Context: an optimization exercise on an open-source flow, tuned for small area. The choices shown serve that exercise and are no tape-out recipe. RTL that was checked went through simulation tests only; none was proved equivalent to the original. Function not checked in runs 5 and 6: the RTL went through the layout flow alone. Power figures rest on the tool's default switching activity, not on a simulated workload.

==> design.v <==
module PSX_DDR_Interface(
  input i_clk,
  input i_rst,
  input i_command,   
  input i_writeElseRead,   
  input [1:0] i_commandSize,
  input [14:0] i_targetAddr,
  input [2:0] i_subAddr,
  input [15:0] i_writeMask,
  input [255:0] i_dataClient,
  output wire o_busyClient,
  output reg o_dataValidClient,
  output reg [255:0] o_dataClient,
  input i_busyMem,
  input i_dataValidMem,
  input [31:0] i_dataMem,
  output wire o_writeEnableMem,
  output wire o_readEnableMem,
  output reg [7:0] o_burstLength,
  output reg [31:0] o_dataMem,
  output reg [25:0] o_targetAddr,
  output reg [3:0] o_byteEnableMem
);
wire s_targetAddrValid;
wire [7:0] s_burstLength;
wire s_readRequestPending;   
reg [1:0] rwState;
reg [7:0] burstCounter;
reg [1:0] commandSize;
reg [15:0] writeMask;
reg [7:0] readRequestCounter;
assign o_writeEnableMem = (rwState == 2'b01 && i_rst == 1'b1) ? 1'b1 : 1'b0;
assign o_readEnableMem = (rwState == 2'b10 && i_rst == 1'b1) ? 1'b1 : 1'b0;
assign o_busyClient = (rwState != 2'b00) ? 1'b1 : 1'b0;
assign s_readRequestPending = (readRequestCounter == 8'h00) ? 1'b0 : 
                              (readRequestCounter == 8'h01) ? 1'b0 :  
                              1'b1;
assign s_targetAddrValid = (i_targetAddr <= 26'h3ffffff-(o_burstLength-8'h01)) ? 1'b1 : 1'b0;
assign s_burstLength = (i_commandSize == 2'b10) ? 8'h08 :   
                       (i_commandSize == 2'b01) ? 8'h02 :   
                       (i_commandSize == 2'b00) ? 8'h01 :   
                       8'h08;   
always @ (posedge i_clk or negedge i_rst)
begin
  if(!i_rst)
  begin
    commandSize <= 2'b00;
    writeMask <= 16'hFFFF;
    o_targetAddr <= 26'h0;
    burstCounter <= 8'h00;
    o_burstLength <= 8'h00;
    rwState <= 2'b00;
  end
  else
  begin
    case(rwState)
      2'b00:begin
        if (i_command & s_targetAddrValid)
          begin
            commandSize <= i_commandSize;
            writeMask <= i_writeMask;
            o_targetAddr[17:0] <= {i_targetAddr, i_subAddr};   
            o_targetAddr[25:18] <= 8'h00;
            o_burstLength <= s_burstLength;
            if (i_writeElseRead)
              rwState <= 2'b01;
            else
              rwState <= 2'b10;
          end
        else
          rwState <= rwState;
      end  
      2'b01:begin
        if (!i_busyMem)
        begin
          if (burstCounter == o_burstLength-8'h01)
          begin
            burstCounter <= 8'h00;
            rwState <= 2'b00;
          end
          else
            burstCounter <= burstCounter + 8'h01;
        end
        else
          burstCounter <= burstCounter;
      end
      2'b10:begin
        if(!i_busyMem)
        begin
          rwState <= 2'b11;
        end
        else
        begin
          rwState <= rwState;
        end
      end
      2'b11:begin
        if (i_dataValidMem)
          if (burstCounter == o_burstLength-8'h01)
          begin
            burstCounter <= 8'h00;   
            if (s_readRequestPending)
              rwState <= 2'b11;
            else
              rwState <= 2'b00;
          end
          else
            burstCounter <= burstCounter + 8'h01;
        else
          rwState <= rwState;
      end
      default:begin
        rwState <= 2'b00;
      end
    endcase
  end
end
always @ (posedge i_clk or negedge i_rst)
begin
  if (!i_rst)
  begin
    readRequestCounter <= 8'h0;
  end
  else
  begin
    if (o_readEnableMem == 1'b1 && i_busyMem == 1'b0 && o_dataValidClient == 1'b0)
      readRequestCounter <= readRequestCounter + 8'h01;
    else if ( (o_readEnableMem == 1'b0 || i_busyMem == 1'b1) && o_dataValidClient == 1'b1)
      readRequestCounter <= readRequestCounter - 8'h01;
    else
      readRequestCounter <= readRequestCounter;
  end
end
always @ (posedge i_clk or negedge i_rst)
begin
  if (!i_rst)
  begin
    o_dataClient <= 256'h0;
    o_dataValidClient <= 1'b0;
  end
  else
  begin
    case (commandSize)
      2'b00:begin
        if (i_dataValidMem && rwState == 2'b11)
        begin
          o_dataClient[31:0] <= i_dataMem[31:0];
          o_dataValidClient <= 1'b1;
        end
        else
        begin
          o_dataClient[31:0] <= o_dataClient[31:0];
          o_dataValidClient <= 1'b0;
        end
        o_dataClient[255:32] <= 224'h0;
      end
      2'b01:begin
        if (i_dataValidMem)
        begin
          case (burstCounter)
            8'h00:begin
              o_dataClient[31:0] <= i_dataMem[31:0];
              o_dataClient[255:32] <= o_dataClient[255:32];
              o_dataValidClient <= 1'b0;
            end
            8'h01:begin
              o_dataClient[31:0] <= o_dataClient[31:0];
              o_dataClient[63:32] <= i_dataMem[31:0];
              o_dataClient[255:64] <= o_dataClient[255:64];
              o_dataValidClient <= 1'b1;
            end
            default:begin
              o_dataClient <= o_dataClient;
              o_dataValidClient <= 1'b0;
            end
          endcase
        end
        else
        begin
          o_dataClient <= o_dataClient;
          o_dataValidClient <= 1'b0;
        end
      end
      2'b10:begin
        if (i_dataValidMem)
        begin
          case (burstCounter)
            8'h00:begin
              o_dataClient[31:0] <= i_dataMem[31:0];
              o_dataClient[255:32] <= o_dataClient[255:32];
              o_dataValidClient <= 1'b0;
            end
            8'h01:begin
              o_dataClient[31:0] <= o_dataClient[31:0];
              o_dataClient[63:32] <= i_dataMem[31:0];
              o_dataClient[255:64] <= o_dataClient[255:64];
              o_dataValidClient <= 1'b0;
            end
            8'h02:begin
              o_dataClient[63:0] <= o_dataClient[63:0];
              o_dataClient[95:64] <= i_dataMem[31:0];
              o_dataClient[255:96] <= o_dataClient[255:96];
              o_dataValidClient <= 1'b0;
            end
            8'h03:begin
              o_dataClient[95:0] <= o_dataClient[95:0];
              o_dataClient[127:96] <= i_dataMem[31:0];
              o_dataClient[255:128] <= o_dataClient[255:128];
              o_dataValidClient <= 1'b0;
            end
            8'h04:begin
              o_dataClient[127:0] <= o_dataClient[127:0];
              o_dataClient[159:128] <= i_dataMem[31:0];
              o_dataClient[255:160] <= o_dataClient[255:160];
              o_dataValidClient <= 1'b0;
            end
            8'h05:begin
              o_dataClient[159:0] <= o_dataClient[159:0];
              o_dataClient[191:160] <= i_dataMem[31:0];
              o_dataClient[255:192] <= o_dataClient[255:192];
              o_dataValidClient <= 1'b0;
            end
            8'h06:begin
              o_dataClient[191:0] <= o_dataClient[191:0];
              o_dataClient[223:192] <= i_dataMem[31:0];
              o_dataClient[255:224] <= o_dataClient[255:224];
              o_dataValidClient <= 1'b0;
            end
            8'h07:begin
              o_dataClient[223:0] <= o_dataClient[223:0];
              o_dataClient[255:224] <= i_dataMem[31:0];
              o_dataValidClient <= 1'b1;   
            end
            default:begin
              o_dataClient <= o_dataClient;
              o_dataValidClient <= 1'b0;
            end
          endcase
        end
        else
        begin
          o_dataClient <= o_dataClient;
          o_dataValidClient <= 1'b0;
        end
      end
      default:begin
        if (i_dataValidMem)
        begin
          case (burstCounter)
            8'h00:begin
              o_dataClient[31:0] <= i_dataMem[31:0];
              o_dataClient[255:32] <= o_dataClient[255:32];
              o_dataValidClient <= 1'b0;
            end
            8'h01:begin
              o_dataClient[31:0] <= o_dataClient[31:0];
              o_dataClient[63:32] <= i_dataMem[31:0];
              o_dataClient[255:64] <= o_dataClient[255:64];
              o_dataValidClient <= 1'b0;
            end
            8'h02:begin
              o_dataClient[63:0] <= o_dataClient[63:0];
              o_dataClient[95:64] <= i_dataMem[31:0];
              o_dataClient[255:96] <= o_dataClient[255:96];
              o_dataValidClient <= 1'b0;
            end
            8'h03:begin
              o_dataClient[95:0] <= o_dataClient[95:0];
              o_dataClient[127:96] <= i_dataMem[31:0];
              o_dataClient[255:128] <= o_dataClient[255:128];
              o_dataValidClient <= 1'b0;
            end
            8'h04:begin
              o_dataClient[127:0] <= o_dataClient[127:0];
              o_dataClient[159:128] <= i_dataMem[31:0];
              o_dataClient[255:160] <= o_dataClient[255:160];
              o_dataValidClient <= 1'b0;
            end
            8'h05:begin
              o_dataClient[159:0] <= o_dataClient[159:0];
              o_dataClient[191:160] <= i_dataMem[31:0];
              o_dataClient[255:192] <= o_dataClient[255:192];
              o_dataValidClient <= 1'b0;
            end
            8'h06:begin
              o_dataClient[191:0] <= o_dataClient[191:0];
              o_dataClient[223:192] <= i_dataMem[31:0];
              o_dataClient[255:224] <= o_dataClient[255:224];
              o_dataValidClient <= 1'b0;
            end
            8'h07:begin
              o_dataClient[223:0] <= o_dataClient[223:0];
              o_dataClient[255:224] <= i_dataMem[31:0];
              o_dataValidClient <= 1'b1;   
            end
            default:begin
              o_dataClient <= o_dataClient;
              o_dataValidClient <= 1'b0;
            end
          endcase
        end
        else
        begin
          o_dataClient <= o_dataClient;
          o_dataValidClient <= 1'b0;
        end
      end
    endcase
  end
end
always @ (posedge i_clk or negedge i_rst)
begin
  if (!i_rst)
  begin
    o_byteEnableMem <= 4'hF;
    o_dataMem <= 32'h0;
  end
  else
  begin
    if (rwState == 2'b11 || o_readEnableMem)
    begin
      o_byteEnableMem <= 4'hF;   
    end
    else
    begin
      if (!i_busyMem || rwState == 2'b00)   
        begin
          case (commandSize)
            2'b00:begin
              o_byteEnableMem[0] <= i_writeMask[0];
              o_byteEnableMem[1] <= i_writeMask[0];
              o_byteEnableMem[2] <= i_writeMask[1];
              o_byteEnableMem[3] <= i_writeMask[1];
              o_dataMem[31:0] <= i_dataClient[31:0];
            end
            2'b01:begin
              case (burstCounter)
                8'h00:begin
                  if (o_writeEnableMem == 1'b0)
                  begin
                    o_byteEnableMem[0] <= i_writeMask[0];
                    o_byteEnableMem[1] <= i_writeMask[0];
                    o_byteEnableMem[2] <= i_writeMask[1];
                    o_byteEnableMem[3] <= i_writeMask[1];
                    o_dataMem[31:0] <= i_dataClient[31:0];
                  end
                  else
                  begin
                    o_byteEnableMem[0] <= writeMask[2];
                    o_byteEnableMem[1] <= writeMask[2];
                    o_byteEnableMem[2] <= writeMask[3];
                    o_byteEnableMem[3] <= writeMask[3];
                    o_dataMem[31:0] <= i_dataClient[63:32];
                  end
                end
                8'h01:begin
                    o_byteEnableMem[0] <= writeMask[0];
                    o_byteEnableMem[1] <= writeMask[0];
                    o_byteEnableMem[2] <= writeMask[1];
                    o_byteEnableMem[3] <= writeMask[1];
                    o_dataMem[31:0] <= i_dataClient[31:0];
                end
                default:begin
                  o_dataMem[31:0] <= 32'h0;
                end
              endcase
            end
            2'b10:begin
              case (burstCounter)
                4'h0:begin
                  if (o_writeEnableMem == 1'b0)
                  begin
                    o_byteEnableMem[0] <= i_writeMask[0];
                    o_byteEnableMem[1] <= i_writeMask[0];
                    o_byteEnableMem[2] <= i_writeMask[1];
                    o_byteEnableMem[3] <= i_writeMask[1];
                    o_dataMem[31:0] <= i_dataClient[31:0];
                  end
                  else
                  begin
                    o_byteEnableMem[0] <= writeMask[2];
                    o_byteEnableMem[1] <= writeMask[2];
                    o_byteEnableMem[2] <= writeMask[3];
                    o_byteEnableMem[3] <= writeMask[3];
                    o_dataMem[31:0] <= i_dataClient[63:32];
                  end
                end
                4'h1:begin
                  o_byteEnableMem[0] <= writeMask[4];
                  o_byteEnableMem[1] <= writeMask[4];
                  o_byteEnableMem[2] <= writeMask[5];
                  o_byteEnableMem[3] <= writeMask[5];
                  o_dataMem[31:0] <= i_dataClient[95:64];
                end
                4'h2:begin
                  o_byteEnableMem[0] <= writeMask[6];
                  o_byteEnableMem[1] <= writeMask[6];
                  o_byteEnableMem[2] <= writeMask[7];
                  o_byteEnableMem[3] <= writeMask[7];
                  o_dataMem[31:0] <= i_dataClient[127:96];
                end
                4'h3:begin
                  o_byteEnableMem[0] <= writeMask[8];
                  o_byteEnableMem[1] <= writeMask[8];
                  o_byteEnableMem[2] <= writeMask[9];
                  o_byteEnableMem[3] <= writeMask[9];
                  o_dataMem[31:0] <= i_dataClient[159:128];
                end
                4'h4:begin
                  o_byteEnableMem[0] <= writeMask[10];
                  o_byteEnableMem[1] <= writeMask[10];
                  o_byteEnableMem[2] <= writeMask[11];
                  o_byteEnableMem[3] <= writeMask[11];
                  o_dataMem[31:0] <= i_dataClient[191:160];
                end
                4'h5:begin
                  o_byteEnableMem[0] <= writeMask[12];
                  o_byteEnableMem[1] <= writeMask[12];
                  o_byteEnableMem[2] <= writeMask[13];
                  o_byteEnableMem[3] <= writeMask[13];
                  o_dataMem[31:0] <= i_dataClient[223:192];
                end
                4'h6:begin
                  o_byteEnableMem[0] <= writeMask[14];
                  o_byteEnableMem[1] <= writeMask[14];
                  o_byteEnableMem[2] <= writeMask[15];
                  o_byteEnableMem[3] <= writeMask[15];
                  o_dataMem[31:0] <= i_dataClient[255:224];
                end
                4'h7:begin
                  o_byteEnableMem[0] <= writeMask[0];
                  o_byteEnableMem[1] <= writeMask[0];
                  o_byteEnableMem[2] <= writeMask[1];
                  o_byteEnableMem[3] <= writeMask[1];
                  o_dataMem[31:0] <= i_dataClient[31:0];
                end
                default:begin
                  o_dataMem[31:0] <= 32'h0;
                end
              endcase
            end
            default:begin
              case (burstCounter)
                4'h0:begin
                  if (o_writeEnableMem == 1'b0 || i_busyMem)
                  begin
                    o_byteEnableMem[0] <= i_writeMask[0];
                    o_byteEnableMem[1] <= i_writeMask[0];
                    o_byteEnableMem[2] <= i_writeMask[1];
                    o_byteEnableMem[3] <= i_writeMask[1];
                    o_dataMem[31:0] <= i_dataClient[31:0];
                  end
                  else
                  begin
                    o_byteEnableMem[0] <= writeMask[2];
                    o_byteEnableMem[1] <= writeMask[2];
                    o_byteEnableMem[2] <= writeMask[3];
                    o_byteEnableMem[3] <= writeMask[3];
                    o_dataMem[31:0] <= i_dataClient[63:32];
                  end
                end
                4'h1:begin
                  o_byteEnableMem[0] <= writeMask[4];
                  o_byteEnableMem[1] <= writeMask[4];
                  o_byteEnableMem[2] <= writeMask[5];
                  o_byteEnableMem[3] <= writeMask[5];
                  o_dataMem[31:0] <= i_dataClient[95:64];
                end
                4'h2:begin
                  o_byteEnableMem[0] <= writeMask[6];
                  o_byteEnableMem[1] <= writeMask[6];
                  o_byteEnableMem[2] <= writeMask[7];
                  o_byteEnableMem[3] <= writeMask[7];
                  o_dataMem[31:0] <= i_dataClient[127:96];
                end
                4'h3:begin
                  o_byteEnableMem[0] <= writeMask[8];
                  o_byteEnableMem[1] <= writeMask[8];
                  o_byteEnableMem[2] <= writeMask[9];
                  o_byteEnableMem[3] <= writeMask[9];
                  o_dataMem[31:0] <= i_dataClient[159:128];
                end
                4'h4:begin
                  o_byteEnableMem[0] <= writeMask[10];
                  o_byteEnableMem[1] <= writeMask[10];
                  o_byteEnableMem[2] <= writeMask[11];
                  o_byteEnableMem[3] <= writeMask[11];
                  o_dataMem[31:0] <= i_dataClient[191:160];
                end
                4'h5:begin
                  o_byteEnableMem[0] <= writeMask[12];
                  o_byteEnableMem[1] <= writeMask[12];
                  o_byteEnableMem[2] <= writeMask[13];
                  o_byteEnableMem[3] <= writeMask[13];
                  o_dataMem[31:0] <= i_dataClient[223:192];
                end
                4'h6:begin
                  o_byteEnableMem[0] <= writeMask[14];
                  o_byteEnableMem[1] <= writeMask[14];
                  o_byteEnableMem[2] <= writeMask[15];
                  o_byteEnableMem[3] <= writeMask[15];
                  o_dataMem[31:0] <= i_dataClient[255:224];
                end
                4'h7:begin
                  o_byteEnableMem[0] <= writeMask[0];
                  o_byteEnableMem[1] <= writeMask[0];
                  o_byteEnableMem[2] <= writeMask[1];
                  o_byteEnableMem[3] <= writeMask[1];
                  o_dataMem[31:0] <= i_dataClient[31:0];
                end
                default:begin
                  o_dataMem[31:0] <= 32'h0;
                end
              endcase
            end
          endcase
        end
        else
        begin
          o_byteEnableMem[3:0] <= o_byteEnableMem[3:0];
          o_dataMem[31:0] <= o_dataMem[31:0];
        end
    end
  end
end
endmodule
==> run.sh <==
#!/bin/bash
# synth_recipe.tcl (not shown) runs the flow's synth.tcl, then flattens the netlist and writes it again
# the make line also repeats each setting of config.mk as NAME=value (left out here)
make -C /OpenROAD-flow-scripts/flow DESIGN_CONFIG=/design/flow/config.mk WORK_HOME=/design/flow/orfs CLKGATE_MAP_FILE= SYNTH_SCRIPT=/design/flow/synth_recipe.tcl finish
==> config.mk <==
export PLATFORM = sky130hd
export DESIGN_NAME = PSX_DDR_Interface
export DESIGN_NICKNAME = PSX_DDR_Interface
export VERILOG_FILES = /design/flow/design.v
export SDC_FILE = /design/flow/constraint.sdc
export NUM_CORES = 4
export LEC_CHECK = 0
export CAP_MARGIN = 20
export CORE_AREA = 5 5 235 235
export DIE_AREA = 0 0 240 240
export PLACE_DENSITY = 0.6
export SLEW_MARGIN = 20
==> constraint.sdc <==
create_clock -name core_clock -period 4.0 [get_ports {i_clk}]
set_input_delay 0.8000 -clock core_clock [delete_from_list [all_inputs] [get_ports {i_clk}]]
set_output_delay 0.8000 -clock core_clock [all_outputs]
set_load 0.01 [all_outputs]
==> reports/results.txt, run 1 <==
clk buf depth: 3
worst min-delay path class: in -> async
CTS tree: yes
VDD IR max: 0.000383 V
CP most frequent cell: ha_1
Tot GR Track Use: 26.3%
Clock Skew: 0.0247 ns
Starting Density: 32.7%
Synth Cell Area: 17100 um^2
die height: 240 um
CP cell instances: inv_1, ha_1, nand2b_1, inv_2, ha_1, a211o_1, a211oi_1, nor2_1, nor4_1, o21ai_4, buf_4, mux2_2
gpl congestion: 0.933
Worst EP arrival: 3.79 ns
Setup violations, final: 0
Crit-path slowest cell: dfrtp_1
vias in the first global route: 17100
hold slack: 0.189 ns
Final Max Tran Viols: 0
setup TNS: 0 ns
CTS root buf: clkbuf_16
Worst-Margin Slew: 1.05 ns
Yosys warning total: 1
worst r2r src: o_burstLength[0]
leakage power: 10.6 nW
Post-CTS Resized: 0
largest net degree at the start of global routing: 142
CP Depth: 12
CTS clk-pin slew, worst paths: 0.06 ns
total CTS buffers: 40
die area: 57600 um^2
Reg2Reg Depth: 12
initial antenna violation count: 9
number of remaining DRC errors: 0
Worst path max stage delay: 0.51 ns
Die Span X: 240 um
RSZ-0062 raised after global routing: false
core area: 52400 um^2
critical-path maximum fanout: 22
starting DRC count in detailed routing: 1542
H-tree levels: 2
pre-CTS WS: 0.554 ns
fraction of the yosys area taken by sequential cells: 50.9%
Via Count: 16900
global-route wire length before repair: 115 mm
Post-synth EDFFs: 0
Routed WL: 79.3 mm
final worst path period need: 3.35 ns
row count: 84
clock sink count: 348
asr flop ratio synth: 100%
layout cell share with drive strength beyond 1: 10.8%
top_reg_cell synth: dfrtp_1
r2r setup slk: 0.65 ns
port buffer count: 646
crit end category: flop
hpwl dp: 60.4 mm
register bit count reported by yosys: 348
Avg WL per Cell: 25.3 um
Final period util: 83.7%
maxcap violations: 0
grt ovf: 0
Mean Syn Cell Area: 9.58 um^2
max frequency: 0.299 GHz
Rel. slew slack: 29.8%
Cells after Synth: 1790
startpoint class of the critical path: flop
CP top delay family: simple AND/OR/NAND/NOR gates
ANT nets after route: 0
Setup CP Type: reg -> reg
final hold vios: 0
worst path bufs/invs: 3
router iterations before antenna repair: 5
final worst-path setup slack: 0.652 ns
DR vias/cell: 5.40
Area Overhead vs Synth: 51.0%
I/O pin cnt: 660
Yosys cell types: 82
Post-CTS Hold Fix Bufs: 0
Fill cells: 4889
# Post-CTS Setup Buffers: 0
nets@finish: 2762
status: timing/DRC/antenna clean
reg2reg end: commandSize[0]
Worst-Skew Late Latency: 0.56 ns
pwr/cell area: 865 nW/um^2
CP required: 4.44 ns
## cell usage in the layout (no fill, tap or decap), types with 19 or more instances in the layout
cell type,n
a22oi_1,49
nand2_1,363
mux2i_1,43
clkdlybuf4s50_1,645
nor2_1,49
nand3_1,41
inv_1,19
o21ai_0,252
mux2_2,81
buf_4,58
a21oi_1,75
a221oi_1,39
dfrtp_1,329
nor3_1,35
ha_1,25
clkbuf_16,42
## registers in the layout, summed over array words and instances, names as in the netlist, 3 cells and up
register	count
burstCounter	8
writeMask	16
o_dataMem	32
o_targetAddr	18
readRequestCounter	8
o_burstLength	3
o_dataClient	256
## per-layer routing
| layer | track usage, % | wire length [um] | vias up |
|---|---|---|---|
| met1 | 31.9 | 30000 | 8222 |
| met2 | 45.6 | 39600 | 845 |
| met4 | 10.7 | 3630 | 4 |
| met3 | 5.69 | 6100 | 167 |
| li1 | - | - | 7664 |
| met5 | 0 | 31 | - |
## synthesized netlist by cell type, drive strengths merged, types with 9 or more instances
library cell / number / area share, %
inv: 21 / 0.46
a32oi: 9 / 0.46
and3: 10 / 0.36
dfstp: 18 / 2.8
nor2: 55 / 1.3
nand3: 41 / 1.2
mux2: 81 / 5.3
nor3: 37 / 1.2
buf: 47 / 1.6
mux2i: 43 / 2.5
a21oi: 76 / 2.2
dfrtp: 330 / 48
nand2: 366 / 8.0
a31oi: 15 / 0.55
o21ai: 254 / 7.4
a221oi: 39 / 2.0
clkbuf: 96 / 2.1
ha: 25 / 1.8
a22oi: 49 / 2.1
a211oi: 10 / 0.47
o22ai: 18 / 0.66
## kinds of logic (layout without fill, tap and decap cells)
group	after synthesis	count (layout)	synth area share, %
buffers and inverters	164	797	4.19
AO/OA/AOI/OAI	558	558	20.4
flip-flops	348	348	50.9
XOR/XNOR	15	15	0.766
adder cells (fa/ha/maj)	25	25	1.82
other	1	20	0.0219
multiplexers	124	124	7.83
AND/OR/NAND/NOR	555	555	14.0
## area by class of cell
class	count	area [um^2]	area share, %
sequential	348	8730	33.7
multi-input combinational	1290	7870	30.4
timing repair buffer	706	6950	26.8
clock buffer	55	1200	4.63
tap	688	861	3.32
clock inverter	15	196	0.759
inverter	21	78.8	0.304
antenna	7	17.5	0.0676
## worst max path at each step
stage                 endpoint             start
2_1_floorplan  o_targetAddr[0]  o_burstLength[0]
3_3_place_gp    commandSize[1]  i_targetAddr[11]
3_5_place_dp    commandSize[0]  i_targetAddr[11]
4_1_cts         commandSize[0]  o_burstLength[0]
5_1_grt         commandSize[0]  o_burstLength[0]
6_report        commandSize[0]  o_burstLength[0]
## worst reg2reg max path, cell delays in order (launching register included)
cell	delay (ns)
dfrtp_1	0.51
inv_1	0.11
ha_1	0.23
nand2b_1	0.16
inv_2	0.15
ha_1	0.31
a211o_1	0.26
a211oi_1	0.25
nor2_1	0.12
nor4_1	0.48
o21ai_4	0.11
buf_4	0.24
mux2_2	0.31
## per-stage QoR
stage | instance area [um^2] | instances | total power [mW] | utilization (%)
after floorplan | 17200 | 1802 | 12.1 | -
after global placement | 24500 | 3053 | 18.3 | 46.7
after detailed placement | 24500 | 3053 | 18.6 | 46.7
after CTS | 25900 | 3123 | 22.5 | 49.3
after global routing | 25900 | 3126 | 23.7 | 49.4
final | 25900 | 3130 | 22.4 | 49.4
## power by group
| group | internal, mW | switching [mW] |
|---|---|---|
| sequential | 5.20 | 1.06 |
| combinational | 5.31 | 6.96 |
| clock | 2.36 | 1.52 |
| total | 12.9 | 9.53 |
==> inputs of run 2 (changes only) <==
==> design.v (replaced) <==
module PSX_DDR_Interface(
  input i_clk,
  input i_rst,
  input i_command,
  input i_writeElseRead,
  input [1:0] i_commandSize,
  input [14:0] i_targetAddr,
  input [2:0] i_subAddr,
  input [15:0] i_writeMask,
  input [255:0] i_dataClient,
  output wire o_busyClient,
  output reg o_dataValidClient,
  output reg [255:0] o_dataClient,
  input i_busyMem,
  input i_dataValidMem,
  input [31:0] i_dataMem,
  output wire o_writeEnableMem,
  output wire o_readEnableMem,
  output wire [7:0] o_burstLength,
  output wire [31:0] o_dataMem,
  output wire [25:0] o_targetAddr,
  output wire [3:0] o_byteEnableMem
);
localparam WAIT_STATE         = 2'b00;
localparam WRITE_STATE        = 2'b01;
localparam READ_REQUEST_STATE = 2'b10;
localparam READ_STATE         = 2'b11;
reg [1:0]  rwState;
reg [2:0]  burstCounter;
reg        sizeBig;
reg        sizeLong;
reg [17:0] targetAddr;
wire started = ~sizeBig | sizeLong;
wire [2:0] beatMask = {sizeBig, sizeBig, sizeLong};
wire lastBeat = &(burstCounter | ~beatMask);
wire inWait  = (rwState == WAIT_STATE);
wire inWrite = (rwState == WRITE_STATE);
wire inRead  = (rwState == READ_STATE);
wire take = inWait & i_command & (started | (i_targetAddr == 15'h0));
wire advance = (inWrite & ~i_busyMem) | (inRead & i_dataValidMem);
assign o_writeEnableMem = inWrite & i_rst;
assign o_readEnableMem = (rwState == READ_REQUEST_STATE) & i_rst;
assign o_busyClient = ~inWait;
assign o_burstLength = {4'h0, sizeBig, 1'b0, sizeLong & ~sizeBig, ~sizeLong};
assign o_targetAddr = {8'h00, targetAddr};
assign o_dataMem = i_dataClient[32*burstCounter +: 32];
assign o_byteEnableMem = {{2{i_writeMask[2*burstCounter+1]}}, {2{i_writeMask[2*burstCounter]}}};
always @(posedge i_clk or negedge i_rst)
begin
  if (!i_rst)
  begin
    rwState <= WAIT_STATE;
    burstCounter <= 3'h0;
    sizeBig <= 1'b1;
    sizeLong <= 1'b0;
    o_dataValidClient <= 1'b0;
  end
  else
  begin
    o_dataValidClient <= inRead & i_dataValidMem & lastBeat;
    if (take)
    begin
      sizeBig <= i_commandSize[1];
      sizeLong <= i_commandSize[1] | i_commandSize[0];
      rwState <= i_writeElseRead ? WRITE_STATE : READ_REQUEST_STATE;
    end
    else if (advance)
    begin
      burstCounter <= (burstCounter + 3'h1) & beatMask;
      if (lastBeat)
        rwState <= WAIT_STATE;
    end
    else if ((rwState == READ_REQUEST_STATE) & ~i_busyMem)
      rwState <= READ_STATE;
  end
end
always @(posedge i_clk)
begin
  if (take)
    targetAddr <= {i_targetAddr, i_subAddr};
end
genvar k;
generate
  for (k = 0; k < 8; k = k + 1)
  begin : g_slot
    always @(posedge i_clk)
    begin
      if (i_dataValidMem && burstCounter == k)
        o_dataClient[32*k +: 32] <= i_dataMem;
    end
  end
endgenerate
endmodule
==> flow/run.sh (new file) <==
#!/bin/bash
# Standard layout, but port buffers use the smallest buffer cell.
set -euo pipefail
export BUFFER_PORTS_ARGS="-buffer_cell sky130_fd_sc_hd__buf_1"
bash standard.sh > standard.log 2>&1
==> standard.sh (new file) <==
#!/bin/bash
# synth_recipe.tcl (not shown) runs the flow's synth.tcl, then flattens the netlist and writes it again
# the make line also repeats each setting of config.mk as NAME=value (left out here)
make -C /OpenROAD-flow-scripts/flow DESIGN_CONFIG=/design/flow/config.mk WORK_HOME=/design/flow/orfs CLKGATE_MAP_FILE= SYNTH_SCRIPT=/design/flow/synth_recipe.tcl "${@:-finish}"
removed: run.sh
==> run 2 against run 1 <==
Still clean on timing, DRC and antenna. Via count fell by 53%. Total power shrank 73%. Count of clock-buffer cells in the layout shrank 24. Largest cell class unchanged. Largest power group is now registers.
==> reports/results.txt, run 2 <==
gpl congestion: 0.921
Worst-Margin Slew: 1.13 ns
final worst path period need: 3.52 ns
initial antenna violation count: 19
Post-CTS Hold Fix Bufs: 0
Rel. slew slack: 24.5%
Global Route met1 Usage: 14.4%
leakage power: 4.65 nW
Design Area, Final: 15000 um^2
r2r setup slk: 1.11 ns
fraction of the yosys area taken by sequential cells: 76.6%
I/O pin cnt: 660
starting DRC count in detailed routing: 411
Tot GR Track Use: 13.8%
Setup violations, final: 0
port buffer count: 646
CP most frequent cell: nand2_1
register bit count reported by yosys: 282
Cell Count, Final, Fillers Out: 1915
CTS clk-pin slew, worst paths: 0.06 ns
worst path bufs/invs: 2
DR vias/cell: 4.14
global-route wire length before repair: 57.0 mm
vias in the first global route: 7890
Mean Syn Cell Area: 20.0 um^2
cell accounting for the most synthesized area: edfxtp_1
Crit-path slowest cell: dfrtp_4
post-synthesis compound-gate area fraction: 0.626%
Synth top area share: 74.8%
Most Used Layer, Global Route: met2
startpoint class of the critical path: flop
Yosys cell types: 33
worst min-delay path class: in -> async
Clock Skew: 0.0113 ns
final hold vios: 0
VDD IR max: 0.000192 V
CTS root buf: clkbuf_16
post-synthesis mux area share: 14.0%
total CTS buffers: 26
Die Span X: 240 um
Setup CP Type: reg -> out
Largest register FFs: 256
hpwl dp: 36.1 mm
pwr/cell area: 404 nW/um^2
Worst-Skew Late Latency: 0.52 ns
nets@finish: 1540
Post-CTS Resized: 0
Post-synth EDFFs: 274
fraction of synthesized cell area in xor and xnor cells: 0%
biggest regs: o_dataClient: 256 flops, targetAddr: 18 flops, burstCounter: 3 flops
layout cell share with drive strength beyond 1: 10.6%
ANT nets after route: 0
CTS tree: yes
Worst path max stage delay: 0.96 ns
core area: 52400 um^2
die area: 57600 um^2
met3 Use GR: 2.84%
CP required: 3.20 ns
number of remaining DRC errors: 0
CP cell instances: buf_4, mux4_2, nand2_1, nand2_1, buf_1
register name with the most flops: o_dataClient
top_reg_cell synth: edfxtp_1
maxcap violations: 0
Post-Synth Simple-Gate Area: 5.38%
largest family of logic cells by synthesized area: multiplexers
most common cell after layout, fill and taps aside: buf_1
setup TNS: 0 ns
most frequent cell after synthesis: edfxtp_1
asr flop ratio synth: 2.84%
placed inst area: 14200 um^2
Placed Instances: 1864
Cells after Synth: 549
H-tree levels: 1
Routed WL: 44.1 mm
status: timing/DRC/antenna clean
Final Max Tran Viols: 0
critical-path maximum fanout: 42
die height: 240 um
max frequency: 0.284 GHz
clk buf depth: 3
Via Count: 7920
RSZ-0062 raised after global routing: false
grt ovf: 0
clock sink count: 282
Final period util: 88.1%
adder-cell area share of the yosys netlist: 0.683%
Yosys warning total: 1
CP top delay family: flip-flops
fin util: 28.7%
router iterations before antenna repair: 5
Synth Cell Area: 11000 um^2
largest net degree at the start of global routing: 66
Avg WL per Cell: 23.0 um
synth top area cells: edfxtp_1 (75%), mux4_2 (14%), nand2_1 (3.8%)
Post-synth top cells: edfxtp_1 (274), nand2_1 (110), mux4_2 (68), buf_4 (18)
Area Overhead vs Synth: 36.7%
crit end category: output port
met2 usage: 26.8%
# Post-CTS Setup Buffers: 0
most frequent cells in the layout: buf_1 (646), edfxtp_1 (274), nand2_1 (110)
Worst EP arrival: 2.72 ns
Starting Density: 21.0%
row count: 84
## run 2: cell count changes after synthesis, sizes merged, moves of 68 or more
| cell | change |
|---|---|
| mux4 | +68 |
| a21oi | -76 |
| o21ai | -251 |
| mux2 | -80 |
| nand2 | -256 |
| dfrtp | -323 |
| edfxtp | +274 |
| clkbuf | -90 |
## run 2: path summary, 6_finish.rpt
| check | end | start | cells past startpoint |
|---|---|---|---|
| max | o_dataMem[28] | burstCounter[0] | 5 |
| min | rwState[0] | i_rst | 1 |
| max reg2reg | o_dataClient[188] | burstCounter[0] | 3 |
| min reg2reg | sizeBig | sizeBig | 2 |
| max in group asynchronous | burstCounter[1] | i_rst | 1 |
| min in group core_clock | targetAddr[2] | i_subAddr[2] | 1 |
## run 2: metal layers
metal | up-vias | part of all wire, %
li1 | 3449 | -
met1 | 3877 | 33
met2 | 505 | 55
met3 | 75 | 8.0
met4 | 14 | 3.8
met5 | - | 0.25
## run 2: metrics by stage
| step | power (mW) | setup WS, ns | hold WS (ns) |
|---|---|---|---|
| after detailed placement | 3.68 | 0.935 | 0.559 |
| after global placement | 3.67 | 0.938 | 0.560 |
| final | 6.08 | 0.477 | 0.246 |
| after global routing | 6.27 | 0.229 | 0.249 |
| after CTS | 6.14 | 0.370 | 0.230 |
| after floorplan | 3.44 | 1.54 | 0.504 |
## run 2: cell families (layout without fill, tap and decap cells)
family                     Yosys count  count (layout)
AOI/OAI and AO/OA                    9               9
DFF                                282             282
other                                1              20
adders and majority gates            6               6
buffers and inverters               44             703
muxes                               69              69
and+or+nand+nor                    138             138
## run 2: cell type report
cell class                      count  area (um^2)
Antenna cell                        7         17.5
Clock buffer                       31          691
Clock inverter                     13          169
Fill cell                        5410        37400
Inverter                            5         18.8
Multi-Input combinational cell    235         2340
Sequential cell                   282         8440
Tap cell                          688          861
Timing Repair Buffer              654         2500
## run 2: power breakdown
part,switching (mW),internal (mW)
logic,0.202,0.141
registers,0.00608,3.26
clock network,0.984,1.48
total,1.19,4.88
## run 2: worst reg2reg max path: stages, from the launching register on
cell and delay, ns:
dfrtp_4 0.96, buf_4 0.42, ha_1 0.22, and3_2 0.85
==> inputs of run 3 (changes only) <==
--- a/config.mk
+++ b/config.mk
@@ -7,4 +7,6 @@
 export LEC_CHECK = 0
+export ABC_AREA = 1
 export CAP_MARGIN = 20
 export CORE_AREA = 5 5 235 235
+export CTS_BUF_LIST = sky130_fd_sc_hd__clkbuf_4 sky130_fd_sc_hd__clkbuf_8
 export DIE_AREA = 0 0 240 240
==> run 3 against run 2 <==
Still clean on timing, DRC and antenna. Critical path depth grew 2. Synthesized cell count rose by 60%. Final cell count rose by 18%. Sequential power up 13%. Non-clock buffer count up 10. Hold slack worse by 0.086 ns. Register-to-register slack improved by 0.41 ns. Combinational power increased to 9.6 times the previous value. Critical endpoint is now o_dataMem[14]. Largest cell class unchanged. Largest power group unchanged.
==> reports/results.txt, run 3 <==
Synth Cell Area: 11300 um^2
Worst-Skew Late Latency: 0.53 ns
global-route wire length before repair: 62.8 mm
# Post-CTS Setup Buffers: 0
Routed WL: 47.0 mm
Final Max Tran Viols: 0
most frequent cells in the layout: buf_1 (646), edfxtp_1 (274), nor2_1 (149)
core area: 52400 um^2
port buffer count: 646
H-tree levels: 2
CTS clk-pin slew, worst paths: 0.06 ns
startpoint class of the critical path: flop
Yosys cell types: 22
die area: 57600 um^2
critical-path maximum fanout: 79
Setup CP Type: reg -> out
crit end category: output port
router iterations before antenna repair: 5
setup TNS: 0 ns
sw frac: 37.4%
gpl congestion: 0.944
Reg2Reg Depth: 6
final worst path period need: 3.51 ns
Seq pwr share: 39.0%
fin util: 29.2%
clock sink count: 282
Worst EP arrival: 2.71 ns
layout cell share with drive strength beyond 1: 6.15%
asr flop ratio synth: 2.84%
r2r setup slk: 1.52 ns
Largest register FFs: 256
register name with the most flops: o_dataClient
cell accounting for the most synthesized area: edfxtp_1
synth top area cells: edfxtp_1 (73%), nor2_1 (5.2%), o21ai_0 (5.2%)
leakage power: 5.01 nW
P_sw: 3.56 mW
status: timing/DRC/antenna clean
starting DRC count in detailed routing: 625
hpwl dp: 36.5 mm
pwr/cell area: 622 nW/um^2
critical path endpoint: o_dataMem[14]
worst min-delay path class: in -> async
vias in the first global route: 9503
Post-synth EDFFs: 274
Cell Count, Final, Fillers Out: 2253
CTS root buf: clkbuf_8
total power: 9.51 mW
worst r2r src: burstCounter[2]
Post-CTS Hold Fix Bufs: 0
CTS tree: yes
Final period util: 87.7%
register bit count reported by yosys: 282
die height: 240 um
Placed Instances: 2175
Synth top area share: 73.1%
reg2reg end: o_dataClient[120]
Avg WL per Cell: 20.8 um
Setup violations, final: 0
Post-CTS Resized: 0
part of the power in the clock network: 26.4%
Gate power share: 34.6%
Clock Skew: 0.0143 ns
Tot GR Track Use: 14.7%
Cells after Synth: 879
maxcap violations: 0
most common cell after layout, fill and taps aside: buf_1
DR vias/cell: 4.35
Area Overhead vs Synth: 35.9%
CP startpoint: burstCounter[0]
RSZ-0062 raised after global routing: false
largest net degree at the start of global routing: 140
Starting Density: 21.5%
row count: 84
Rel. slew slack: 46.3%
biggest regs: o_dataClient: 256 flops, targetAddr: 18 flops, burstCounter: 3 flops
Post-synth top cells: edfxtp_1 (274), nor2_1 (155), nand2_1 (124), o21ai_0 (116), o22ai_1 (69)
grt ovf: 0
Die Span X: 240 um
I/O pin cnt: 660
Worst-Margin Slew: 0.805 ns
internal power: 5.95 mW
fraction of the yosys area taken by sequential cells: 74.9%
initial antenna violation count: 8
max frequency: 0.285 GHz
Mean Syn Cell Area: 12.8 um^2
final hold vios: 0
CP required: 3.20 ns
nets@finish: 1866
Via Count: 9810
most frequent cell after synthesis: edfxtp_1
hold slack: 0.160 ns
top_reg_cell synth: edfxtp_1
VDD IR max: 0.000239 V
clk buf depth: 3
total CTS buffers: 41
Fill cells: 5541
Yosys warning total: 1
ANT nets after route: 0
number of remaining DRC errors: 0
## run 3: changes by cell type in the layout (fill, tap and decap cells not counted), sizes merged, moves of 15 or more
cell    before  now
o22ai        0   69
mux4        68    0
nor2         6  155
clkbuf      31   54
nand2      110  125
o21ai        3  143
inv          5   20
## run 3: critical path, stage by stage, from the launching register on
cell	delay, ns
dfrtp_4	0.50
inv_4	0.52
buf_4	0.45
o21ai_0	0.15
o22ai_1	0.14
nand2_1	0.07
nand2_1	0.09
buf_1	0.16
## run 3: final cells by class
class | instances | area [um^2] | share of cell area (%)
repair buffers | 664 | 2570 | 16.8
clock inverters | 21 | 238 | 1.55
inverters | 19 | 73.8 | 0.483
well taps | 688 | 861 | 5.63
multi-input cells | 522 | 2420 | 15.9
clock buffers | 54 | 681 | 4.45
diodes | 3 | 7.51 | 0.0491
flip-flops and latches | 282 | 8430 | 55.2
## run 3: metrics by stage
step	worst slack [ns]	instance area (um^2)
finish	0.491	15300
CTS	0.484	15300
floorplan	1.21	11300
global route	0.300	15300
detailed placement	1.09	14400
global placement	1.15	14400
## run 3: worst min-delay path by stage
stage / from / end / slack (ns) / depth (start not counted)
floorplan: i_rst / burstCounter[0] / 0.50 / 0
global placement: rwState[1] / rwState[1] / 0.54 / 2
detailed placement: sizeBig / burstCounter[2] / 0.56 / 2
CTS: i_rst / burstCounter[2] / 0.11 / 2
global route: i_rst / rwState[0] / 0.12 / 2
finish: i_rst / o_dataValidClient / 0.16 / 2
## run 3: cells by family after synthesis
family / after synthesis / share of synthesized area (%)
buffers and inverters: 87 / 4.35
other: 1 / 0.0333
adder cells (fa/ha/maj): 6 / 0.667
flip-flops: 282 / 74.9
AND/OR/NAND/NOR: 291 / 9.85
AO/OA/AOI/OAI: 212 / 10.2
## run 3: layer usage
| metal | wire length (um) | track usage (%) | share of wire, % | up-vias |
|---|---|---|---|---|
| met4 | 1270 | 4.14 | 2.7 | 8 |
| met5 | 61 | 0 | 0.13 | - |
| li1 | - | - | - | 4455 |
| met1 | 17000 | 16.7 | 36 | 4654 |
| met2 | 24300 | 27.5 | 52 | 617 |
| met3 | 4300 | 3.45 | 9.2 | 76 |
## run 3: power by group through the flow
stage	logic (mW)	clock network, mW	registers (mW)
2_1_floorplan	1.90	0	3.88
3_5_place_dp	3.34	0	3.78
5_1_grt	3.60	2.71	3.74
6_report	3.29	2.51	3.71
4_1_cts	3.34	2.58	3.71
3_3_place_gp	3.30	0	3.77
==> inputs of run 4 (changes only) <==
==> run.sh (new file) <==
#!/bin/bash
# synth_recipe.tcl (not shown) runs the flow's synth.tcl, then flattens the netlist and writes it again
# the make line also repeats each setting of config.mk as NAME=value (left out here)
make -C /OpenROAD-flow-scripts/flow DESIGN_CONFIG=/design/flow/config.mk WORK_HOME=/design/flow/orfs CLKGATE_MAP_FILE= SYNTH_SCRIPT=/design/flow/synth_recipe.tcl finish
--- a/config.mk
+++ b/config.mk
@@ -7,6 +7,4 @@
 export LEC_CHECK = 0
-export ABC_AREA = 1
 export CAP_MARGIN = 20
 export CORE_AREA = 5 5 235 235
-export CTS_BUF_LIST = sky130_fd_sc_hd__clkbuf_4 sky130_fd_sc_hd__clkbuf_8
 export DIE_AREA = 0 0 240 240
removed: flow/run.sh
removed: standard.sh
==> run 4 against run 3 <==
Count of clock-buffer cells in the layout is 26 lower. Area after synthesis shrank 2.3%. Via count down 20%. Critical path depth decreased by 2. Cell area grew 26%. Sequential power down 12%. Sequential share of layout area decreased by 11 points. Total power shrank 32%. Routed wire length decreased by 0.28%. First-iteration DRC count decreased by 52%. Global-route usage is 0.12 points higher. Highest routed layer unchanged.
==> reports/results.txt, run 4 <==
maxcap violations: 0
Worst EP arrival: 2.88 ns
grt ovf: 0
DR vias/cell: 4.09
crit end category: output port
I/O pin cnt: 660
Post-synth EDFFs: 274
most frequent cells in the layout: clkdlybuf4s50_1 (640), edfxtp_1 (274), nand2_1 (110)
Avg WL per Cell: 24.3 um
Worst path max stage delay: 0.68 ns
Synth top area share: 74.8%
Clock Skew: 0.0200 ns
Post-synth top cells: edfxtp_1 (274), nand2_1 (110), mux4_2 (68), buf_4 (18)
CP most frequent cell: nand2_1
router iterations before antenna repair: 5
Tot GR Track Use: 14.8%
most frequent cell after synthesis: edfxtp_1
gpl congestion: 0.795
Final Max Tran Viols: 0
Crit-path slowest cell: dfrtp_4
RSZ-0062 raised after global routing: false
post-synthesis compound-gate area fraction: 0.626%
clk buf depth: 3
Rel. slew slack: 46.5%
starting DRC count in detailed routing: 303
most common cell after layout, fill and taps aside: clkdlybuf4s50_1
max frequency: 0.272 GHz
Post-Synth Simple-Gate Area: 5.38%
largest family of logic cells by synthesized area: multiplexers
post-synthesis mux area share: 14.0%
Largest register FFs: 256
CTS tree: yes
fraction of synthesized cell area in xor and xnor cells: 0%
H-tree levels: 1
status: timing/DRC/antenna clean
Cells after Synth: 549
Via Count: 7896
top_reg_cell synth: edfxtp_1
row count: 84
leakage power: 6.50 nW
Post-CTS Resized: 0
Design Area, Final: 19200 um^2
Area Overhead vs Synth: 74.7%
die height: 240 um
startpoint class of the critical path: flop
total CTS buffers: 26
cell accounting for the most synthesized area: edfxtp_1
number of remaining DRC errors: 0
adder-cell area share of the yosys netlist: 0.683%
biggest regs: o_dataClient: 256 flops, targetAddr: 18 flops, burstCounter: 3 flops
setup TNS: 0 ns
VDD IR max: 0.000206 V
CP cell instances: buf_12, mux4_2, nand2_1, nand2_1, clkdlybuf4s50_1
final worst path period need: 3.68 ns
Mean Syn Cell Area: 20.0 um^2
placed inst area: 18300 um^2
register name with the most flops: o_dataClient
pwr/cell area: 335 nW/um^2
global-route wire length before repair: 61.2 mm
asr flop ratio synth: 2.84%
Setup CP Type: reg -> out
Final period util: 92.0%
Starting Density: 21.0%
Fill cells: 4924
Yosys cell types: 33
largest net degree at the start of global routing: 42
final hold vios: 0
Die Span X: 240 um
worst min-delay path class: in -> async
hpwl dp: 37.5 mm
Worst-Margin Slew: 0.798 ns
synth top area cells: edfxtp_1 (75%), mux4_2 (14%), nand2_1 (3.8%)
Yosys warning total: 1
CTS clk-pin slew, worst paths: 0.07 ns
port buffer count: 646
Synth Cell Area: 11000 um^2
nets@finish: 1550
total power: 6.43 mW
clock sink count: 282
CTS root buf: clkbuf_16
fraction of the yosys area taken by sequential cells: 76.6%
Setup violations, final: 0
die area: 57600 um^2
register bit count reported by yosys: 282
ANT nets after route: 0
core area: 52400 um^2
critical-path maximum fanout: 28
Worst-Skew Late Latency: 0.54 ns
Routed WL: 46.8 mm
initial antenna violation count: 20
vias in the first global route: 8108
CP required: 3.20 ns
layout cell share with drive strength beyond 1: 12.3%
run 4: cell count changes after synthesis, moves of 8 or more:
cell / previous run / this run
o21ai_1: 27 / 1
nor2_1: 155 / 6
nand3_1: 9 / 1
o21ai_0: 116 / 2
o22ai_1: 69 / 0
buf_2: 25 / 7
inv_1: 18 / 4
nand2_1: 124 / 110
mux4_2: 0 / 68
run 4: repair_timing:
action / in CTS / in global routing
hold buffers: 0 / 0
setup endpoints to repair: 0 / 2
setup buffers: 0 / 1
hold endpoints to repair: 0 / 0
run 4: worst paths after layout:
| path | start | slack [ns] | depth (start not counted) | to |
|---|---|---|---|---|
| max | burstCounter[0] | 0.32 | 5 | o_dataMem[1] |
| min | i_rst | 0.56 | 1 | rwState[0] |
| max reg2reg | burstCounter[0] | 1.42 | 5 | o_dataClient[116] |
| min reg2reg | sizeBig | 0.56 | 2 | sizeBig |
| max in group asynchronous | i_rst | 3.12 | 1 | burstCounter[1] |
| min in group core_clock | sizeBig | 0.56 | 2 | sizeBig |
run 4: cells by family (layout without fill, tap and decap cells):
group | Yosys count | count (layout)
AOI/OAI and AO/OA | 9 | 9
buffers and inverters | 44 | 716
muxes | 69 | 69
DFF | 282 | 282
other | 1 | 22
adders and majority gates | 6 | 6
and+or+nand+nor | 138 | 138
run 4: cell type report:
cell class	count	area [um^2]	area share [%]
diodes	9	22.5	0.117
multi-input cells	235	2340	12.2
inverters	5	18.8	0.0977
flip-flops and latches	282	8440	43.9
clock buffers	28	679	3.54
well taps	688	861	4.48
clock inverters	19	231	1.20
repair buffers	664	6620	34.5
run 4: routing by layer:
layer	wire [um]	GRT usage, %
met3	4210	4.09
met1	15000	14.9
met4	1730	6.05
met2	25800	28.6
met5	59	0
run 4: critical path: cells and delay by family, from the launching register on:
family / cells / cell delay (ns)
AND/OR/NAND/NOR: 2 / 0.24
buffers and inverters: 2 / 0.85
flip-flops: 1 / 0.68
multiplexers: 1 / 0.53
run 4: stage by stage:
step | worst slack (ns) | util, % | hold slack, ns | cells
finish | 0.320 | 36.6 | 0.560 | 1930
global placement | 0.537 | 34.8 | 0.551 | 1873
CTS | 0.0330 | 36.6 | 0.535 | 1920
detailed placement | 0.541 | 34.8 | 0.556 | 1873
global route | 0.176 | 36.6 | 0.576 | 1930
floorplan | 1.54 | - | 0.504 | 561
run 4: power breakdown:
group	internal, mW	switching (mW)
sequential	3.26	0.00574
combinational	0.394	0.189
clock	1.51	1.08
==> inputs of run 5 (changes only) <==
--- a/design.v
+++ b/design.v
@@ -45,4 +45,18 @@
 assign o_targetAddr = {8'h00, targetAddr};
-assign o_dataMem = i_dataClient[32*burstCounter +: 32];
-assign o_byteEnableMem = {{2{i_writeMask[2*burstCounter+1]}}, {2{i_writeMask[2*burstCounter]}}};
+wire [7:0] beatSel = 8'h01 << burstCounter;
+reg [31:0] beatData;
+reg [1:0]  beatMask2;
+integer j;
+always @(*)
+begin
+  beatData = 32'h0;
+  beatMask2 = 2'h0;
+  for (j = 0; j < 8; j = j + 1)
+  begin
+    beatData = beatData | ({32{beatSel[j]}} & i_dataClient[32*j +: 32]);
+    beatMask2 = beatMask2 | ({2{beatSel[j]}} & i_writeMask[2*j +: 2]);
+  end
+end
+assign o_dataMem = beatData;
+assign o_byteEnableMem = {{2{beatMask2[1]}}, {2{beatMask2[0]}}};
 always @(posedge i_clk or negedge i_rst)
@@ -83,3 +97,3 @@
 generate
-  for (k = 0; k < 8; k = k + 1)
+  for (k = 0; k < 7; k = k + 1)
   begin : g_slot
@@ -87,3 +101,3 @@
     begin
-      if (i_dataValidMem && burstCounter == k)
+      if (i_dataValidMem && beatSel[k])
         o_dataClient[32*k +: 32] <= i_dataMem;
@@ -92,2 +106,4 @@
 endgenerate
+always @(posedge i_clk)
+  o_dataClient[255:224] <= i_dataMem;
 endmodule
==> flow/run.sh (new file) <==
#!/bin/bash
# Standard layout, but port buffers use the smallest buffer cell and CTS adds
# no dummy loads.
set -euo pipefail
export BUFFER_PORTS_ARGS="-buffer_cell sky130_fd_sc_hd__buf_1"
export CTS_ARGS="-sink_clustering_enable -repair_clock_nets -dont_use_dummy_load"
bash standard.sh > standard.log 2>&1
==> standard.sh (new file) <==
#!/bin/bash
# synth_recipe.tcl (not shown) runs the flow's synth.tcl, then flattens the netlist and writes it again
# the make line also repeats each setting of config.mk as NAME=value (left out here)
make -C /OpenROAD-flow-scripts/flow DESIGN_CONFIG=/design/flow/config.mk WORK_HOME=/design/flow/orfs CLKGATE_MAP_FILE= SYNTH_SCRIPT=/design/flow/synth_recipe.tcl "${@:-finish}"
removed: run.sh
==> run 5 against run 4 <==
Still clean. Routed wire length decreased by 0.54%. Global-route usage is 0.18 points lower. Die area is the same. First-iteration DRC count increased by 87%. Largest cell class unchanged. Largest power group unchanged.
==> reports/results.txt, run 5 <==
initial antenna violation count: 15
ANT nets after route: 0
r2r setup slk: 1.22 ns
startpoint class of the critical path: flop
starting DRC count in detailed routing: 566
Final Max Tran Viols: 0
worst path bufs/invs: 3
Setup CP Type: reg -> out
most frequent cells in the layout: buf_1 (646), edfxtp_1 (242), mux2_2 (47)
core area: 52400 um^2
Mean Syn Cell Area: 17.0 um^2
fin util: 27.2%
critical-path maximum fanout: 19
Post-CTS Hold Fix Bufs: 0
register bit count reported by yosys: 282
Via Count: 8548
RSZ-0062 raised after global routing: false
Crit-path slowest cell: dfrtp_4
Post-CTS Resized: 0
CTS clk-pin slew, worst paths: 0.06 ns
Reg2Reg Depth: 4
Clock Skew: 0.0482 ns
synth top area cells: edfxtp_1 (70%), dfxtp_1 (6.2%), mux2_2 (5.1%)
CP Depth: 6
biggest regs: o_dataClient: 256 flops, targetAddr: 18 flops, burstCounter: 3 flops
Area Overhead vs Synth: 37.6%
layout cell share with drive strength beyond 1: 8.35%
register name with the most flops: o_dataClient
Largest register FFs: 256
global-route wire length before repair: 61.0 mm
Worst-Skew Late Latency: 0.53 ns
gpl congestion: 0.967
final worst-path setup slack: 0.282 ns
vias in the first global route: 8355
final worst path period need: 3.72 ns
reg2reg end: o_dataClient[210]
pre-CTS WS: 0.888 ns
VDD IR max: 0.000252 V
crit end category: output port
critical path endpoint: o_dataMem[23]
fraction of synthesized cell area in xor and xnor cells: 0%
port buffer count: 646
CP top delay family: buffers and inverters
Avg WL per Cell: 23.9 um
Routed WL: 46.6 mm
worst min-delay path class: in -> async
Post-synth EDFFs: 242
number of remaining DRC errors: 0
Tot GR Track Use: 14.6%
most common cell after layout, fill and taps aside: buf_1
clock sink count: 282
DR vias/cell: 4.39
most frequent cell after synthesis: edfxtp_1
clk buf depth: 3
total CTS buffers: 27
leakage power: 4.47 nW
row count: 84
I/O pin cnt: 660
Final period util: 92.9%
CP startpoint: burstCounter[2]
largest family of logic cells by synthesized area: compound AO/OA/AOI/OAI gates
hpwl dp: 37.6 mm
CP cell instances: clkinv_1, ha_2, buf_4, a222oi_1, nand3_1, buf_1
Yosys warning total: 1
Setup violations, final: 0
grt ovf: 0
Synth top area share: 70.0%
Rel. slew slack: 30.0%
Post-synth top cells: edfxtp_1 (242), mux2_2 (47), a222oi_1 (34), nand2_1 (33), dfxtp_1 (32)
Yosys cell types: 39
hold slack: 0.216 ns
pwr/cell area: 400 nW/um^2
CTS root buf: clkbuf_16
# Post-CTS Setup Buffers: 0
Synth Cell Area: 10400 um^2
Worst-Margin Slew: 1.05 ns
fraction of the yosys area taken by sequential cells: 78.1%
cell accounting for the most synthesized area: edfxtp_1
Die Span X: 240 um
final hold vios: 0
Post-Synth Simple-Gate Area: 4.68%
die height: 240 um
Worst path max stage delay: 0.57 ns
H-tree levels: 1
router iterations before antenna repair: 8
Cells after Synth: 610
maxcap violations: 0
post-synthesis compound-gate area fraction: 8.58%
die area: 57600 um^2
nets@finish: 1595
post-synthesis mux area share: 5.10%
status: timing/DRC/antenna clean
asr flop ratio synth: 2.84%
max frequency: 0.269 GHz
CTS tree: yes
adder-cell area share of the yosys netlist: 0.723%
Fill cells: 5485
setup TNS: 0 ns
worst r2r src: burstCounter[0]
largest net degree at the start of global routing: 56
CP required: 3.20 ns
Starting Density: 19.8%
top_reg_cell synth: edfxtp_1
Worst EP arrival: 2.92 ns
## run 5: cell count changes after synthesis, moves of 14 or more
cell      change
a21oi_1      +22
a221oi_1     +14
a222oi_1     +34
a22oi_1      +27
clkbuf_1     +20
dfxtp_1      +32
edfxtp_1     -32
mux2_2       +46
mux4_2       -68
nand2_1      -77
nand3_1      +20
nor2_1       +20
## run 5: how the worst min path moves through the flow
stage / start / to / slack [ns] / cells after the start
2_1_floorplan: i_rst / burstCounter[0] / 0.50 / 0
3_3_place_gp: burstCounter[1] / burstCounter[1] / 0.56 / 2
3_5_place_dp: sizeLong / sizeLong / 0.59 / 2
4_1_cts: i_rst / rwState[1] / 0.19 / 1
5_1_grt: i_rst / rwState[1] / 0.22 / 1
6_report: i_rst / rwState[1] / 0.22 / 1
## run 5: cell type report
| class | count | area [um^2] | share of cell area (%) |
|---|---|---|---|
| sequential | 282 | 8110 | 56.8 |
| timing repair buffer | 659 | 2560 | 17.9 |
| multi-input combinational | 285 | 2050 | 14.4 |
| tap | 688 | 861 | 6.03 |
| clock buffer | 27 | 676 | 4.73 |
| inverter | 4 | 15.0 | 0.105 |
| antenna | 3 | 7.51 | 0.0526 |
## run 5: stage by stage
| step | area, um^2 | cells | total power [mW] |
|---|---|---|---|
| 2_1_floorplan | 10400 | 622 | 3.41 |
| 3_3_place_gp | 13600 | 1918 | 3.66 |
| 3_5_place_dp | 13600 | 1918 | 3.66 |
| 4_1_cts | 14300 | 1945 | 5.77 |
| 5_1_grt | 14300 | 1946 | 5.91 |
| 6_report | 14300 | 1948 | 5.71 |
## run 5: power breakdown
part           switching, mW  internal (mW)  total (mW)
Sequential            0.0104           3.23        3.24
Combinational          0.228          0.131       0.359
Clock                  0.935           1.18        2.11
Total                   1.17           4.54        5.71
## run 5: worst reg2reg max path, cell delays in order (launching register included)
cell	delay, ns
dfrtp_1	0.43
inv_1	0.11
ha_2	0.64
buf_4	0.27
and3_2	0.83
## run 5: cells by family after synthesis
kind of cell | Yosys count
muxes | 47
DFF | 282
adders and majority gates | 6
AOI/OAI and AO/OA | 115
buffers and inverters | 55
other | 1
and+or+nand+nor | 104
## run 5: per-layer routing
layer	vias to the layer above	wire length [um]	track usage, %
li1	3686	-	-
met4	16	1870	5.30
met5	-	116	0
met2	617	23600	26.6
met1	4141	16100	16.6
met3	88	4870	3.91
==> inputs of run 6 (changes only) <==
==> flow/run.sh (replaced) <==
#!/bin/bash
# Standard layout, but port buffers use the smallest buffer cell and CTS uses
# small clock buffers, larger sink clusters and no dummy loads.
set -euo pipefail
export BUFFER_PORTS_ARGS="-buffer_cell sky130_fd_sc_hd__buf_1"
export CTS_ARGS="-sink_clustering_enable -repair_clock_nets -dont_use_dummy_load -buf_list sky130_fd_sc_hd__clkbuf_4 -root_buf sky130_fd_sc_hd__clkbuf_8 -sink_clustering_size 30 -sink_clustering_max_diameter 80"
bash standard.sh > standard.log 2>&1
--- a/config.mk
+++ b/config.mk
@@ -8,4 +8,4 @@
 export CAP_MARGIN = 20
-export CORE_AREA = 5 5 235 235
-export DIE_AREA = 0 0 240 240
+export CORE_AREA = 5 5 165 165
+export DIE_AREA = 0 0 170 170
 export PLACE_DENSITY = 0.6
==> run 6 against run 5 <==
The flow now stops in I/O pin placement. Area after synthesis unchanged. Synthesized cell count stayed put.
==> reports/results.txt, run 6 <==
Synth top area share: 70.0%
Post-synth EDFFs: 242
Starting Density: 41.2%
die height: 170 um
asr flop ratio synth: 2.84%
status: aborted with a tool error
Yosys cell types: 39
Halt Stage: I/O pin placement
Synth Cell Area: 10400 um^2
Die Span X: 170 um
register bit count reported by yosys: 282
Mean Syn Cell Area: 17.0 um^2
cell accounting for the most synthesized area: edfxtp_1
Yosys warning total: 1
Post-synth top cells: edfxtp_1 (242), mux2_2 (47), a222oi_1 (34), nand2_1 (33), dfxtp_1 (32)
most frequent cell after synthesis: edfxtp_1
row count: 58
Cells after Synth: 610
Halt Reason: [ERROR PPL-0024] Number of IO pins (660) exceeds maximum number of available positions (608). Increase the die perimeter from 680.00um to 897.60um.
top_reg_cell synth: edfxtp_1
fraction of the yosys area taken by sequential cells: 78.1%
synth top area cells: edfxtp_1 (70%), dfxtp_1 (6.2%), mux2_2 (5.1%)
-- run 6: cell counts after synthesis --
No cell type changed its count.
-- run 6: kinds of logic after synthesis --
kind of cell	share of synthesized area, %
AOI/OAI and AO/OA	8.58
other	0.0361
buffers and inverters	2.78
DFF	78.1
and+or+nand+nor	4.68
adders and majority gates	0.723
muxes	5.10

==> afterwards: timing with drivers on the ports <==
Ports are ideal in the flow. The routed layouts listed here were re-timed in OpenROAD. Step 1 assumes that a clkbuf_16 drives the clock port and a buf_2 every other input. Step 2 moves the port delays by t, midway between the first and last clock arrival at a register: inputs arrive t later, outputs are due t later. That takes back most of the time a late clock gives input paths. Slacks: no drivers / after step 1 / after step 2; pairs: no drivers / after step 1.
| run | t, ns | slack for setup (ns) | hold slack, ns | latest minus earliest clock arrival (ns) | worst register clock-pin slew, ns |
|---|---|---|---|---|---|
| run 1 | 0.611 | 0.652 / 0.652 / 0.548 | 0.189 / 0.186 / 0.477 | 0.024 / 0.025 | 0.07 / 0.07 |
| run 2 | 0.558 | 0.477 / 0.431 / 0.989 | 0.246 / 0.226 / 0.567 | 0.014 / 0.014 | 0.06 / 0.06 |
| run 3 | 0.572 | 0.491 / 0.449 / 1.021 | 0.160 / 0.155 / 0.565 | 0.021 / 0.022 | 0.07 / 0.07 |
| run 4 | 0.573 | 0.320 / 0.275 / 0.582 | 0.560 / 0.551 / 0.564 | 0.023 / 0.023 | 0.07 / 0.07 |
| run 5 | 0.562 | 0.282 / 0.236 / 0.799 | 0.216 / 0.211 / 0.600 | 0.062 / 0.061 | 0.06 / 0.06 |
After both steps every run listed still meets setup and hold. For run 1, which loses most, drivers alone change the setup slack by 0.000 ns; drivers and shift together by -0.104 ns.
